This is an optimization exercise on Yosys and OpenROAD, whose aim is small area, a short achievable clock period and few clock cycles, not a production implementation. At most, simulation tests tie the RTL to the original design; equivalence was not proved.

Design layer_1, start of the top module:
module layer_1
    (
        input         clk,
        input         RSTn,
        input         i_EN_w,
        input         i_EN_c,
        output        o_busy,
        input  [31:0] i_data,
        input         i_stb_in,
        output        o_ack_in,
        output [63:0] o_data,
        output        o_stb_out,
        input         i_ack_out
    );
Size in the first run: about 99000 sq um of cells after synthesis.
export LEC_CHECK = 0
export CAP_MARGIN = 20
export CORE_MARGIN = 2
export CORE_UTILIZATION = 62
export CTS_BUF_LIST = sky130_fd_sc_hd__clkbuf_16
export CTS_CLUSTER_DIAMETER = 100
export CTS_CLUSTER_SIZE = 24
export SLEW_MARGIN = 20
export SYNTH_HIERARCHICAL = 1
export SYNTH_MINIMUM_KEEP_SIZE = 0
create_clock -name core_clock -period 12.0 [get_ports {clk}]
standard.sh (not shown) runs the stock make flow with config.mk's settings and CLKGATE_MAP_FILE= SYNTH_SCRIPT=/design/flow/synth_recipe.tcl, a recipe that flattens the netlist after the stock synthesis.
==> flow/flow/run.sh <==
#!/bin/bash
# Standard synthesis; every combinational cell resized to its smallest drive
# strength; then the standard layout, with repair_timing aiming at a setup slack
# margin so that the critical paths are sized for the period the design can reach.
set -uo pipefail
bash standard.sh synth > synth.log 2>&1 || exit 1
DS_ODB=orfs/results/sky130hd/layer_1/base/1_synth.odb openroad -no_init -exit flow/downsize.tcl > downsize.log 2>&1 || exit 1
bash standard.sh finish SETUP_SLACK_MARGIN=8.25 > layout.log 2>&1 || exit 1
==> flow/flow/downsize.tcl <==
# Resize every combinational cell of the synthesized netlist to the smallest
# drive strength of its family; timing repair later upsizes where needed.
# Flip-flops, clock cells and physical cells are left alone.
set db [ord::get_db]
read_db $::env(DS_ODB)
set block [[$db getChip] getBlock]
set fam [dict create]
foreach lib [$db getLibs] {
  foreach m [$lib getMasters] {
    set n [$m getName]
    if {![regexp {^(sky130_fd_sc_hd__[a-z0-9]+)_([0-9]+)$} $n -> base sz]} { continue }
    if {[string match "*lpflow*" $n] || [string match "*probe*" $n]} { continue }
    dict lappend fam $base $m
  }
}
set skip {df edf sdf dl clk tap fill decap conb sdl lpflow probe diode ebuf einv bufbuf}
set nsw 0
set saved 0
foreach inst [$block getInsts] {
  set m [$inst getMaster]
  set n [$m getName]
  if {![regexp {^(sky130_fd_sc_hd__([a-z0-9]+))_([0-9]+)$} $n -> base short sz]} { continue }
  set ok 1
  foreach s $skip { if {[string match "${s}*" $short]} { set ok 0 } }
  if {!$ok} { continue }
  if {![dict exists $fam $base]} { continue }
  set best $m
  set barea [expr {[$m getWidth] * [$m getHeight]}]
  foreach c [dict get $fam $base] {
    set a [expr {[$c getWidth] * [$c getHeight]}]
    if {$a < $barea} { set best $c; set barea $a }
  }
  if {$best ne $m} {
    set old [expr {[$m getWidth] * [$m getHeight]}]
    if {[$inst swapMaster $best]} {
      incr nsw
      set saved [expr {$saved + ($old - $barea) / 1e6}]
    }
  }
}
puts "downsize: swapped $nsw cells, saved [format %.1f $saved] um2"
write_db $::env(DS_ODB)
Edit:
--- a/flow/flow/run.sh
+++ b/flow/flow/run.sh
@@ -6,3 +6,3 @@
 bash standard.sh synth > synth.log 2>&1 || exit 1
 DS_ODB=orfs/results/sky130hd/layer_1/base/1_synth.odb openroad -no_init -exit flow/downsize.tcl > downsize.log 2>&1 || exit 1
-bash standard.sh finish SETUP_SLACK_MARGIN=8.25 > layout.log 2>&1 || exit 1
+bash standard.sh finish SETUP_SLACK_MARGIN=8.2 > layout.log 2>&1 || exit 1
Settings changed: CORE_UTILIZATION 62 to 50.
The new run finished clean.
Hold slack gains 0.0071 ns.
Final area hardly moves.
Worst setup slack gains 0.21 ns.
Register-to-register slack gains 0.04 ns.
Maximum frequency grows by 5.5%.
Utilization shrinks by 14 points.
No run of this note included a check of the RTL's function; only the layout flow was run.

layer_1, a different RTL version from the one above (not shown whole).
Size: roughly 8200 cells after synthesis, about 110 I/O pins.
Settings: LEC_CHECK=0, CAP_MARGIN=20, CORE_MARGIN=2, CORE_UTILIZATION=42, CTS_BUF_LIST=sky130_fd_sc_hd__clkbuf_16, CTS_CLUSTER_DIAMETER=100, CTS_CLUSTER_SIZE=24, SLEW_MARGIN=20, SYNTH_HIERARCHICAL=1, SYNTH_MINIMUM_KEEP_SIZE=0; clock period 12.0 ns.
==> flow/flow/run.sh <==
#!/bin/bash
# Standard synthesis; every combinational cell resized to its smallest drive
# strength; then the standard layout, with repair_timing aiming at a setup slack
# margin so that the critical paths are sized for the period the design can reach.
set -uo pipefail
bash standard.sh synth > synth.log 2>&1 || exit 1
DS_ODB=orfs/results/sky130hd/layer_1/base/1_synth.odb openroad -no_init -exit flow/downsize.tcl > downsize.log 2>&1 || exit 1
bash standard.sh finish SETUP_SLACK_MARGIN=8.25 > layout.log 2>&1 || exit 1
Scripts as last shown in full above: flow/flow/downsize.tcl
Testbench counts at the start, summed over its fixed seeds: cycles 6,072.
Edit:
CORE_UTILIZATION = 50   (was 42)
CTS_CLUSTER_DIAMETER = 60   (was 100)
CTS_CLUSTER_SIZE = 30   (was 24)
Die area decreases by 16%.
Cell area came out higher by 0.99%.
Wire length rose by 2.1%.
Synthesized cell count does not change.
Via count barely changes.
Worst setup slack loses 0.012 ns.
Non-clock buffer count came out lower by 22.
Critical path depth is lower by 14.
Sequential share of layout area fell by 0.34 points.
Edit:
CORE_UTILIZATION = 55   (was 50)
CTS_CLUSTER_DIAMETER = 100   (was 60)
CTS_CLUSTER_SIZE = 24   (was 30)
The new run went through all stages and came out clean. Cell area decreases by 1.8%. Non-clock buffer count increases by 6. Worst setup slack is better by 0.036 ns. Wire length increases by 0.92%. Global-route usage increases by 3.7 points.
Edit:
--- a/flow/flow/run.sh
+++ b/flow/flow/run.sh
@@ -7,2 +7,2 @@
 DS_ODB=orfs/results/sky130hd/layer_1/base/1_synth.odb openroad -no_init -exit flow/downsize.tcl > downsize.log 2>&1 || exit 1
-bash standard.sh finish SETUP_SLACK_MARGIN=8.25 > layout.log 2>&1 || exit 1
+bash standard.sh finish SETUP_SLACK_MARGIN=8.32 > layout.log 2>&1 || exit 1
CORE_UTILIZATION = 50   (was 55)
Effect:
- routed wire length is about the same
- final area went up slightly
- core utilization went down by 5.3 points
- worst hold slack improves by 0.0091 ns
- non-clock buffer count went up by 32
- global-route usage went down by 3.4 points
- die area went up by roughly a tenth
- setup slack degrades by 0.056 ns
- via count went down slightly
- clock skew went down by 0.014 ns

Setup of the reference run:
RTL: one of the versions met above, not the one the previous note started from.
Size: about 8300 cells after synthesis, about 110 I/O pins.
Settings: LEC_CHECK=0, CAP_MARGIN=20, CORE_MARGIN=2, CORE_UTILIZATION=50, CTS_BUF_LIST=sky130_fd_sc_hd__clkbuf_16, CTS_CLUSTER_DIAMETER=100, CTS_CLUSTER_SIZE=24, SLEW_MARGIN=20, SYNTH_HIERARCHICAL=1, SYNTH_MINIMUM_KEEP_SIZE=0; clock period 12.0 ns.
==> flow/flow/run.sh <==
#!/bin/bash
# Standard synthesis; every combinational cell resized to its smallest drive
# strength; then the standard layout, with repair_timing aiming at a setup slack
# margin so that the critical paths are sized for the period the design can reach.
set -uo pipefail
bash standard.sh synth > synth.log 2>&1 || exit 1
DS_ODB=orfs/results/sky130hd/layer_1/base/1_synth.odb openroad -no_init -exit flow/downsize.tcl > downsize.log 2>&1 || exit 1
bash standard.sh finish SETUP_SLACK_MARGIN=8.35 > layout.log 2>&1 || exit 1
Scripts as last shown in full above: flow/flow/downsize.tcl
The reference run was carried through to the last stage, and its layout satisfied the timing, design-rule and antenna checks.
--- input diff the reference run..the trial run ---
--- a/flow/flow/run.sh
+++ b/flow/flow/run.sh
@@ -6,3 +6,3 @@
 bash standard.sh synth > synth.log 2>&1 || exit 1
 DS_ODB=orfs/results/sky130hd/layer_1/base/1_synth.odb openroad -no_init -exit flow/downsize.tcl > downsize.log 2>&1 || exit 1
-bash standard.sh finish SETUP_SLACK_MARGIN=8.35 > layout.log 2>&1 || exit 1
+bash standard.sh finish SETUP_SLACK_MARGIN=8.25 > layout.log 2>&1 || exit 1
Findings:
The trial run does better than the reference run on post-route standard cell area excluding fillers. Endpoint of the most critical setup path = o_data[20]: the trial run; endpoint of the most critical setup path = r_oneB[14]: the reference run. Taking the reference run as the reference, in the trial run initial antenna violation count now sits lower, sequential cell area now sits at about the same level, critical path depth now sits lower, clock transition at the registers of the reported paths now sits at about the same level, number of placed cells counting well taps now sits at about the same level. The reference run -> the trial run: multi-input gate share of the layout cell area flat. Taking the reference run as the reference point, the layout net count of the trial run falls by 104. Per the comparison of the trial run with the reference run, via count shows a reduction of about 1.4%.
No functional check of the RTL was part of any run of this note.

## run A
layer_1, a different RTL version from the one above (not shown whole).
export LEC_CHECK = 0
export CAP_MARGIN = 20
export CORE_MARGIN = 2
export CORE_UTILIZATION = 50
export SLEW_MARGIN = 20
export SYNTH_HIERARCHICAL = 1
export SYNTH_MINIMUM_KEEP_SIZE = 0
create_clock -name core_clock -period 12.0 [get_ports {clk}]
==> flow/flow/run.sh <==
#!/bin/bash
# Standard synthesis; every combinational cell resized to its smallest drive
# strength; then the standard layout, with repair_timing aiming at a setup slack
# margin so that the critical paths are sized for the period the design can reach.
set -uo pipefail
bash standard.sh synth > synth.log 2>&1 || exit 1
DS_ODB=orfs/results/sky130hd/layer_1/base/1_synth.odb openroad -no_init -exit flow/downsize.tcl > downsize.log 2>&1 || exit 1
bash standard.sh finish SETUP_SLACK_MARGIN=8.0 > layout.log 2>&1 || exit 1
Scripts as last shown in full above: flow/flow/downsize.tcl
Run A closes out successfully: all stages finished, all timing, DRC and antenna checks passed.
Relative to run A, the following input files were edited for run B:
==> flow/flow/run.sh <==
#!/bin/bash
# Standard synthesis and layout; repair_timing aims at a setup slack margin so that
# the critical paths are sized for the period the design can reach.
set -uo pipefail
bash standard.sh synth > synth.log 2>&1 || exit 1
bash standard.sh finish SETUP_SLACK_MARGIN=8.0 > layout.log 2>&1 || exit 1
removed: flow/flow/downsize.tcl
Results
Diff run A -> run B: fmax rose 0.84%; global routing met3 resource utilization decreased by 2.2 points relative to the old numbers; per-instance average area after synthesis up about 5.6%.
As far as remaining routing DRC violations goes, run B and run A are indistinguishable; the numbers are identical.
The non-clock buffer count of run B exceeds that of run A by 46.
### run B -> run C
diff --git a/flow/flow/run.sh b/flow/flow/run.sh
--- a/flow/flow/run.sh
+++ b/flow/flow/run.sh
@@ -5,2 +5,2 @@
 bash standard.sh synth > synth.log 2>&1 || exit 1
-bash standard.sh finish SETUP_SLACK_MARGIN=8.0 > layout.log 2>&1 || exit 1
+bash standard.sh finish SETUP_SLACK_MARGIN=8.3 > layout.log 2>&1 || exit 1
[summary]
On cell count after placement, run B and run C are basically level. Worst path setup slack after routing in run C vs run B: down 11 ps. Period utilization: run C vs run B — no meaningful difference. Comparing run B against run C, there is no change at all in die outline width. Total number of vias deteriorates in run C relative to run B. Capture point of the worst path: o_ack_in -> run C, r_ack -> run B.
No run of this note included a check of the RTL's function; only the layout flow was run.

Setup of the previous run:
layer_1 with an RTL version that a note above also has.
For scale: about 8200 cells after synthesis, about 110 I/O pins.
==> flow/config.mk <==
export PLATFORM = sky130hd
export DESIGN_NAME = layer_1
export DESIGN_NICKNAME = layer_1
export VERILOG_FILES = /design/flow/design.v
export SDC_FILE = /design/flow/constraint.sdc
export NUM_CORES = 8
export LEC_CHECK = 0
export CAP_MARGIN = 20
export CORE_MARGIN = 2
export CORE_UTILIZATION = 50
export CTS_BUF_LIST = sky130_fd_sc_hd__clkbuf_16
export CTS_CLUSTER_DIAMETER = 120
export CTS_CLUSTER_SIZE = 20
export SLEW_MARGIN = 20
export SYNTH_HIERARCHICAL = 1
export SYNTH_MINIMUM_KEEP_SIZE = 0
==> flow/constraint.sdc <==
create_clock -name core_clock -period 12.0 [get_ports {clk}]
set_input_delay 2.4000 -clock core_clock [delete_from_list [all_inputs] [get_ports {clk}]]
set_output_delay 2.4000 -clock core_clock [all_outputs]
set_load 0.01 [all_outputs]
==> flow/flow/run.sh <==
#!/bin/bash
# Standard synthesis; every combinational cell resized to its smallest drive
# strength; then the standard layout, with repair_timing aiming at a setup slack
# margin so that the critical paths are sized for the period the design can reach.
set -uo pipefail
bash standard.sh synth > synth.log 2>&1 || exit 1
DS_ODB=orfs/results/sky130hd/layer_1/base/1_synth.odb openroad -no_init -exit flow/downsize.tcl > downsize.log 2>&1 || exit 1
bash standard.sh finish SETUP_SLACK_MARGIN=8.25 > layout.log 2>&1 || exit 1
==> flow/flow/downsize.tcl <==
# Resize every combinational cell of the synthesized netlist to the smallest
# drive strength of its family; timing repair later upsizes where needed.
# Flip-flops, clock cells and physical cells are left alone.
set db [ord::get_db]
read_db $::env(DS_ODB)
set block [[$db getChip] getBlock]
set fam [dict create]
foreach lib [$db getLibs] {
  foreach m [$lib getMasters] {
    set n [$m getName]
    if {![regexp {^(sky130_fd_sc_hd__[a-z0-9]+)_([0-9]+)$} $n -> base sz]} { continue }
    if {[string match "*lpflow*" $n] || [string match "*probe*" $n]} { continue }
    dict lappend fam $base $m
  }
}
set skip {df edf sdf dl clk tap fill decap conb sdl lpflow probe diode ebuf einv bufbuf}
set nsw 0
set saved 0
foreach inst [$block getInsts] {
  set m [$inst getMaster]
  set n [$m getName]
  if {![regexp {^(sky130_fd_sc_hd__([a-z0-9]+))_([0-9]+)$} $n -> base short sz]} { continue }
  set ok 1
  foreach s $skip { if {[string match "${s}*" $short]} { set ok 0 } }
  if {!$ok} { continue }
  if {![dict exists $fam $base]} { continue }
  set best $m
  set barea [expr {[$m getWidth] * [$m getHeight]}]
  foreach c [dict get $fam $base] {
    set a [expr {[$c getWidth] * [$c getHeight]}]
    if {$a < $barea} { set best $c; set barea $a }
  }
  if {$best ne $m} {
    set old [expr {[$m getWidth] * [$m getHeight]}]
    if {[$inst swapMaster $best]} {
      incr nsw
      set saved [expr {$saved + ($old - $barea) / 1e6}]
    }
  }
}
puts "downsize: swapped $nsw cells, saved [format %.1f $saved] um2"
write_db $::env(DS_ODB)
Testbench counts of the previous run, summed over its fixed seeds: cycles 6,072.
--- input diff the previous run..the current run ---
Settings: swapping 20 for 24 in CTS_CLUSTER_SIZE; swapping 120 for 100 in CTS_CLUSTER_DIAMETER.
Findings:
The share of the clock period used by the worst path after layout of the previous run and that of the current run are within noise of each other. From the previous run to the current run the numbers moved as follows: post-route clock skew went down by 0.041 ns; final instance area neither gained nor lost much; setup slack has increased.

afterwards: timing with drivers on the ports:
How much do the figures lean on ideal ports? The routed layouts below were timed once more, with nothing changed but the port constraints. Step 1: set_driving_cell puts a clkbuf_16 on clk and a buf_2 on each other input, an assumption about the parent block. Step 2 times the ports against the registers' clock, not the clock port: input delays grow and output delays shrink by t, the midpoint of the rising clock arrivals with the driver on. Three values: ideal, step 1, step 2; two values: the first two.
run | shift t [ns] | setup WS [ns] | worst setup path after step 2 | worst data-port slew with drivers (ns) | pins driven straight from the clock port
the first run of note 1 | 0.809 | 7.996 / 7.910 / 7.583 | input to register | 0.05 | 1
the second run of note 1 | 0.831 | 8.204 / 8.111 / 7.442 | input to register | 0.07 | 1
the first run of note 2 | 0.859 | 8.140 / 8.101 / 7.501 | input to register | 0.04 | 1
the second run of note 2 | 0.881 | 8.128 / 8.041 / 7.453 | input to register | 0.14 | 1
the third run of note 2 | 0.861 | 8.164 / 8.069 / 7.534 | input to register | 0.21 | 1
the fourth run of note 2 | 0.849 | 8.109 / 8.050 / 7.560 | input to register | 0.22 | 1
the reference run | 0.816 | 8.214 / 8.155 / 7.688 | input to register | 0.06 | 1
the trial run | 0.821 | 8.200 / 8.115 / 7.573 | input to register | 0.05 | 1
run A | 0.926 | 7.975 / 7.880 / 7.233 | input to register | 0.10 | 1
run B | 0.907 | 8.008 / 7.962 / 7.164 | input to register | 0.06 | 1
run C | 0.921 | 7.997 / 7.898 / 7.418 | input to register | 0.14 | 1
the previous run | 0.851 | 8.145 / 8.088 / 7.557 | input to register | 0.13 | 1
the current run | 0.854 | 8.151 / 8.060 / 7.453 | input to register | 0.14 | 1
After both steps every run listed still meets setup and hold. The setup slack of run B, which loses most, moves by -0.046 ns with the drivers and by -0.844 ns with both steps.
